From an optimization exercise on the open Yosys and OpenROAD flow, aimed at small area; shortcuts taken in it are not production practice. At most, simulation tests tie the RTL to the original design; equivalence was not proved. No activity file was given, so power comes from the tool's default toggle rates.

exp/xenon:
// ecc_codec
module ecc_codec (
  input  logic        clk,
  input  logic        rst_n,      
  input  logic        en,         
  input  logic [71:0] enc_d,      
  output logic [79:0] enc_q,      
  input  logic [79:0] dec_d,      
  output logic [71:0] dec_q,      
  output logic [7:0]  dec_syndrome,
  output logic        dec_sb_err,
  output logic        dec_db_err,
  output logic        dec_sb_fix
);
Size in the first run: roughly 1100 cells after synthesis, roughly 230 flip-flops, roughly 12000 um2 of cells after synthesis.
export LEC_CHECK = 0
export CAP_MARGIN = 20
export CORE_MARGIN = 2
export CORE_UTILIZATION = 40
export CTS_CLUSTER_DIAMETER = 60
export CTS_CLUSTER_SIZE = 25
export SLEW_MARGIN = 20
create_clock -name core_clock -period 4.0 [get_ports {clk}]
standard.sh (not shown) runs the stock make flow with config.mk's settings and CLKGATE_MAP_FILE= SYNTH_SCRIPT=/design/flow/synth_recipe.tcl, a recipe that flattens the netlist after the stock synthesis.
==> flow/flow/run.sh <==
#!/bin/bash
# The standard layout, with the smallest buffer (buf_1) on every input and output port.
set -euo pipefail
export BUFFER_PORTS_ARGS="-buffer_cell sky130_fd_sc_hd__buf_1"
bash standard.sh > standard_flow.log 2>&1
The inputs of exp/zinc differ from those of exp/xenon as listed below.
==> flow/config.mk <==
export PLATFORM = sky130hd
export DESIGN_NAME = ecc_codec
export DESIGN_NICKNAME = ecc_codec
export VERILOG_FILES = /design/flow/design.v
export SDC_FILE = /design/flow/constraint.sdc
export NUM_CORES = 4
export LEC_CHECK = 0
export ABC_AREA = 1
export CAP_MARGIN = 20
export CORE_MARGIN = 2
export CORE_UTILIZATION = 40
export SLEW_MARGIN = 20
Findings:
- Simple-gate portion of the synthesized area, exp/zinc and exp/xenon, higher one = exp/zinc.
- Between exp/xenon and exp/zinc, the flow reports non-clock buffer count decreasing slightly.
- Compared to exp/xenon, exp/zinc has estimated wirelength of the detail-placed design about 16% higher.
- The post-synthesis compound-gate area fraction of exp/zinc is higher than that of exp/xenon.
- exp/zinc: cell area is 1400 um2 higher than what exp/xenon reported.
- Taking exp/xenon over exp/zinc, the number of instances in the placed design ratio works out to 0.68.
- Between exp/zinc and exp/xenon, it is exp/zinc whose wire length of the first global-routing pass is higher, by 11000 um.
- Looking at placement row count, exp/zinc sits 4.7% above exp/xenon.
- Comparing number of distinct standard cells referenced by the synthesized netlist for exp/zinc and exp/xenon, the bigger number came from exp/xenon.
- For switching power of the nets, dividing the value from exp/xenon by the value from exp/zinc gives 1.12.
## Diff of input files: exp/amber against exp/zinc
==> flow/run.sh (new file) <==
#!/bin/bash
# synth_recipe.tcl (not shown) runs the flow's synth.tcl, then flattens the netlist and writes it again
# the make line also repeats each setting of config.mk as NAME=value (left out here)
make -C /OpenROAD-flow-scripts/flow DESIGN_CONFIG=/design/flow/config.mk WORK_HOME=/design/flow/orfs CLKGATE_MAP_FILE= SYNTH_SCRIPT=/design/flow/synth_recipe.tcl finish
-- flow/config.mk --
<<< exp/zinc, line 7
export LEC_CHECK = 0
export ABC_AREA = 1
export CAP_MARGIN = 20
>>> exp/amber, line 7
export LEC_CHECK = 0
export CAP_MARGIN = 20
removed: flow/flow/run.sh
removed: flow/standard.sh
==> summary.txt <==
- Worst-path cell with the longest stage delay = sky130_fd_sc_hd__xnor3_1: exp/amber; worst-path cell with the longest stage delay = sky130_fd_sc_hd__dfrtp_1: exp/zinc
- Between exp/zinc and exp/amber, the part of the total power dissipated in the clock network is lower for exp/amber.
- exp/amber vs. exp/zinc: post-synthesis instance area went down; total chip power saw an increase; wire length went down 8.7%; max-slew headroom at the worst pin lower.
### exp/amber -> exp/delta
==> flow/flow/run.sh (new file) <==
#!/bin/bash
# The standard layout, with the smallest buffer (buf_1) on every input and output port.
set -euo pipefail
export BUFFER_PORTS_ARGS="-buffer_cell sky130_fd_sc_hd__buf_1"
bash standard.sh > standard_flow.log 2>&1
==> flow/standard.sh (new file) <==
#!/bin/bash
# synth_recipe.tcl (not shown) runs the flow's synth.tcl, then flattens the netlist and writes it again
# the make line also repeats each setting of config.mk as NAME=value (left out here)
make -C /OpenROAD-flow-scripts/flow DESIGN_CONFIG=/design/flow/config.mk WORK_HOME=/design/flow/orfs CLKGATE_MAP_FILE= SYNTH_SCRIPT=/design/flow/synth_recipe.tcl "${@:-finish}"
-- flow/config.mk --
<<< exp/amber, line 10
export CORE_UTILIZATION = 40
export SLEW_MARGIN = 20
>>> exp/delta, line 10
export CORE_UTILIZATION = 40
export CTS_BUF_LIST = sky130_fd_sc_hd__clkbuf_4 sky130_fd_sc_hd__clkbuf_8
export SLEW_MARGIN = 20
removed: flow/run.sh
==> comparison <==
As of exp/delta, total number of vias had risen slightly compared to exp/amber. exp/delta ends up with a tightest hold margin that is 0.14 ns higher than in exp/amber. The fraction of power consumed by combinational cells number comes out higher for exp/amber vs exp/delta. Re final design area excluding fillers: exp/amber was higher than exp/delta. On minimum clock period after layout, exp/delta does worse than exp/amber. Final clock period utilization by the worst path: higher on exp/delta. From exp/amber to exp/delta the numbers moved as follows: sequential share of layout area climbed 4.8 points; clock power dropped about 15%. Slowest stage cell on the critical path: sky130_fd_sc_hd__xnor3_1 -> exp/amber, sky130_fd_sc_hd__xnor3_2 -> exp/delta. Wire: exp/delta routes less than exp/amber. Relative to exp/amber, the synthesis-to-layout area growth of exp/delta is lower by 17 points.
[inputs] exp/ember vs exp/delta
-- flow/config.mk --
<<< exp/delta, line 10
export CORE_UTILIZATION = 40
export CTS_BUF_LIST = sky130_fd_sc_hd__clkbuf_4 sky130_fd_sc_hd__clkbuf_8
export SLEW_MARGIN = 20
>>> exp/ember, line 10
export CORE_UTILIZATION = 40
export CTS_CLUSTER_DIAMETER = 80
export CTS_CLUSTER_SIZE = 20
export SLEW_MARGIN = 20
### Flow results
Higher worst hold margin among exp/delta and exp/ember: exp/ember. Looking at utilization, exp/ember sits 1.1 points lower than exp/delta does. Compared with exp/delta, exp/ember instantiates a smaller number of standard cells. [exp/ember] post-cts resize count fell 2 relative to exp/delta. In the tables for exp/delta and exp/ember, part of the power in the clock network reads higher with exp/delta. | time the final worst path needs with I/O delays and setup | exp/ember vs exp/delta | worse |. Between exp/delta and exp/ember, clock-pin slew on the worst setup and hold paths increased. Diff exp/delta -> exp/ember: worst setup slack -0.0085 ns, power decreased 5.0%.
Here is what was changed in the inputs of exp/harbor compared with exp/ember.
-- flow/config.mk --
<<< exp/ember, line 10
export CORE_UTILIZATION = 40
export CTS_CLUSTER_DIAMETER = 80
export CTS_CLUSTER_SIZE = 20
export SLEW_MARGIN = 20
>>> exp/harbor, line 10
export CORE_UTILIZATION = 40
export CTS_CLUSTER_DIAMETER = 100
export CTS_CLUSTER_SIZE = 30
export SLEW_MARGIN = 20
### Flow results
- exp/ember: done, clean on timing, DRC and antenna
- exp/harbor | status: complete | timing, DRC, antenna: pass
- As far as half-perimeter wire length of the detailed placement result goes, exp/ember and exp/harbor are indistinguishable; the numbers are identical.
- Between exp/ember and exp/harbor, layout overhead on the synthesized area decreased.
- exp/harbor vs. exp/ember: total power now sits lower, detailed-route wire length per cell shows no meaningful change, clock skew after layout ~0 delta.
- From exp/ember to exp/harbor the numbers moved as follows: endpoint arrival time on the critical path dropped 0.03 ns, final critical delay including setup and external delays down 0.037 ns, power share of the combinational group saw an increase, area fraction of clock buffers and clock inverters lower.
- Across both runs, final cell count without fillers was lower for exp/harbor than for exp/ember.
- exp/harbor leaves more setup margin than exp/ember.
Function was not checked in any run of this note: the RTL went through the layout flow alone.

---

ecc_codec, a different RTL version from the one above (not shown whole).
Size: roughly 880 cells after synthesis, ~230 flip-flops, roughly 320 I/O pins, roughly 11000 um^2 of cells after synthesis.
==> flow/config.mk <==
export PLATFORM = sky130hd
export DESIGN_NAME = ecc_codec
export DESIGN_NICKNAME = ecc_codec
export VERILOG_FILES = /design/flow/design.v
export SDC_FILE = /design/flow/constraint.sdc
export NUM_CORES = 4
export LEC_CHECK = 0
export CAP_MARGIN = 20
export CORE_MARGIN = 2
export CORE_UTILIZATION = 40
export CTS_CLUSTER_DIAMETER = 80
export CTS_CLUSTER_SIZE = 20
export SLEW_MARGIN = 20
==> flow/constraint.sdc <==
create_clock -name core_clock -period 4.0 [get_ports {clk}]
set_input_delay 0.8000 -clock core_clock [delete_from_list [all_inputs] [get_ports {clk}]]
set_output_delay 0.8000 -clock core_clock [all_outputs]
set_load 0.01 [all_outputs]
==> flow/flow/run.sh <==
#!/bin/bash
# The standard layout with these changes:
#  - synthesis maps each 2:1 mux (the registers' clock enables) to an a22o cell with a shared
#    inverted select (flow/mux_a22o.v), then maps the rest of the logic with an area-oriented
#    ABC script (flow/area.abc) instead of ORFS's speed script. The flip-flops are mapped
#    before ABC runs, so they are the standard synthesis's;
#  - every input and output port gets the smallest buffer (buf_1);
#  - clock tree synthesis takes its arguments from flow/cts_args when that file exists.
set -euo pipefail
W=$PWD
# synthesis script: synth_recipe.tcl with a wrapper around ABC's logic mapping
{
  head -n 1 synth_recipe.tcl
  cat <<TCL
proc abc {args} {
  set i [lsearch -exact \$args -script]
  if {\$i >= 0 && [string match *abc_speed.script [lindex \$args [expr {\$i + 1}]]]} {
    yosys techmap -map $W/flow/mux_a22o.v \$::env(DESIGN_NAME)
    yosys opt_merge
    lset args [expr {\$i + 1}] $W/flow/area.abc
  }
  yosys abc {*}\$args
}
TCL
  tail -n +2 synth_recipe.tcl
} > own_synth.tcl
sed "s#SYNTH_SCRIPT=[^ ]*synth_recipe.tcl#SYNTH_SCRIPT=$W/own_synth.tcl#" standard.sh > own_standard.sh
grep -q "SYNTH_SCRIPT=$W/own_synth.tcl" own_standard.sh
# clock tree synthesis arguments, if flow/cts_args gives them
if [[ -f flow/cts_args ]]; then
  export CTS_ARGS="$(cat flow/cts_args)"
fi
export BUFFER_PORTS_ARGS="-buffer_cell sky130_fd_sc_hd__buf_1"
bash own_standard.sh > own_flow.log 2>&1
==> flow/flow/area.abc <==
&get -n
&st
&synch2
&nf -R 1000
&put
==> flow/flow/cts_args <==
-sink_clustering_enable -repair_clock_nets -sink_clustering_size 20 -sink_clustering_max_diameter 80 -dont_use_dummy_load
==> flow/flow/mux_a22o.v <==
// Each 2:1 mux as an a22o cell with an inverted select; opt_merge shares the inverters.
module \$_MUX_ (input A, input B, input S, output Y);
  wire sn;
  \$_NOT_ inv (.A(S), .Y(sn));
  sky130_fd_sc_hd__a22o_1 _TECHMAP_REPLACE_ (.A1(S), .A2(B), .B1(sn), .B2(A), .X(Y));
endmodule
Change:
--- a/flow/flow/run.sh
+++ b/flow/flow/run.sh
@@ -5,6 +5,5 @@
 #    ABC script (flow/area.abc) instead of ORFS's speed script. The flip-flops are mapped
 #    before ABC runs, so they are the standard synthesis's;
-#  - every input and output port gets the smallest buffer (buf_1);
-#  - clock tree synthesis takes its arguments from flow/cts_args when that file exists.
+#  - every input and output port gets the smallest buffer (buf_1).
 set -euo pipefail
 W=$PWD
@@ -27,8 +26,4 @@
 sed "s#SYNTH_SCRIPT=[^ ]*synth_recipe.tcl#SYNTH_SCRIPT=$W/own_synth.tcl#" standard.sh > own_standard.sh
 grep -q "SYNTH_SCRIPT=$W/own_synth.tcl" own_standard.sh
-# clock tree synthesis arguments, if flow/cts_args gives them
-if [[ -f flow/cts_args ]]; then
-  export CTS_ARGS="$(cat flow/cts_args)"
-fi
 export BUFFER_PORTS_ARGS="-buffer_cell sky130_fd_sc_hd__buf_1"
 bash own_standard.sh > own_flow.log 2>&1
removed: flow/flow/cts_args
Effect: Power goes up by 2.4%; clock-buffer cell count goes up by 6; synthesized area stays the same; combinational power is about the same; clock power goes up by about 10%; register-to-register slack stays flat; worst setup slack degrades by 0.023 ns; via count goes up by 0.44%.

==> what the ideal ports hide <==
Ports are ideal in the flow. The routed layouts listed here were re-timed in OpenROAD.
Step 1, drivers: a clkbuf_16 drives clk and a buf_2 each remaining input, both assumed.
Step 2, shift: input delay + t, output delay - t, t = (earliest + latest rising clock arrival at the registers) / 2. This alone moves slack from input paths to output paths.
Three values: ideal, step 1, step 2; two values: the first two.
run | t (ns) | setup WS [ns] | worst setup path at the end | slew at the worst register clock pin (ns) | pins driven straight from the clock port
exp/xenon | 0.579 | 0.112 / 0.065 / 0.644 | register to output | 0.08 / 0.08 | 1
exp/zinc | 0.603 | 0.385 / 0.335 / 0.938 | register to output | 0.07 / 0.07 | 1
exp/amber | 0.587 | 0.187 / 0.137 / 0.724 | register to output | 0.06 / 0.06 | 1
exp/delta | 0.587 | 0.105 / 0.061 / 0.648 | register to output | 0.06 / 0.06 | 1
exp/ember | 0.540 | 0.096 / 0.050 / 0.590 | register to output | 0.09 / 0.09 | 1
exp/harbor | 0.528 | 0.134 / 0.087 / 0.615 | register to output | 0.12 / 0.12 | 1
the first run of note 2 | 0.528 | 0.279 / 0.231 / 0.759 | register to output | 0.09 / 0.09 | 1
the second run of note 2 | 0.549 | 0.256 / 0.208 / 0.758 | register to output | 0.09 / 0.09 | 1
After both steps every run listed still meets setup and hold.
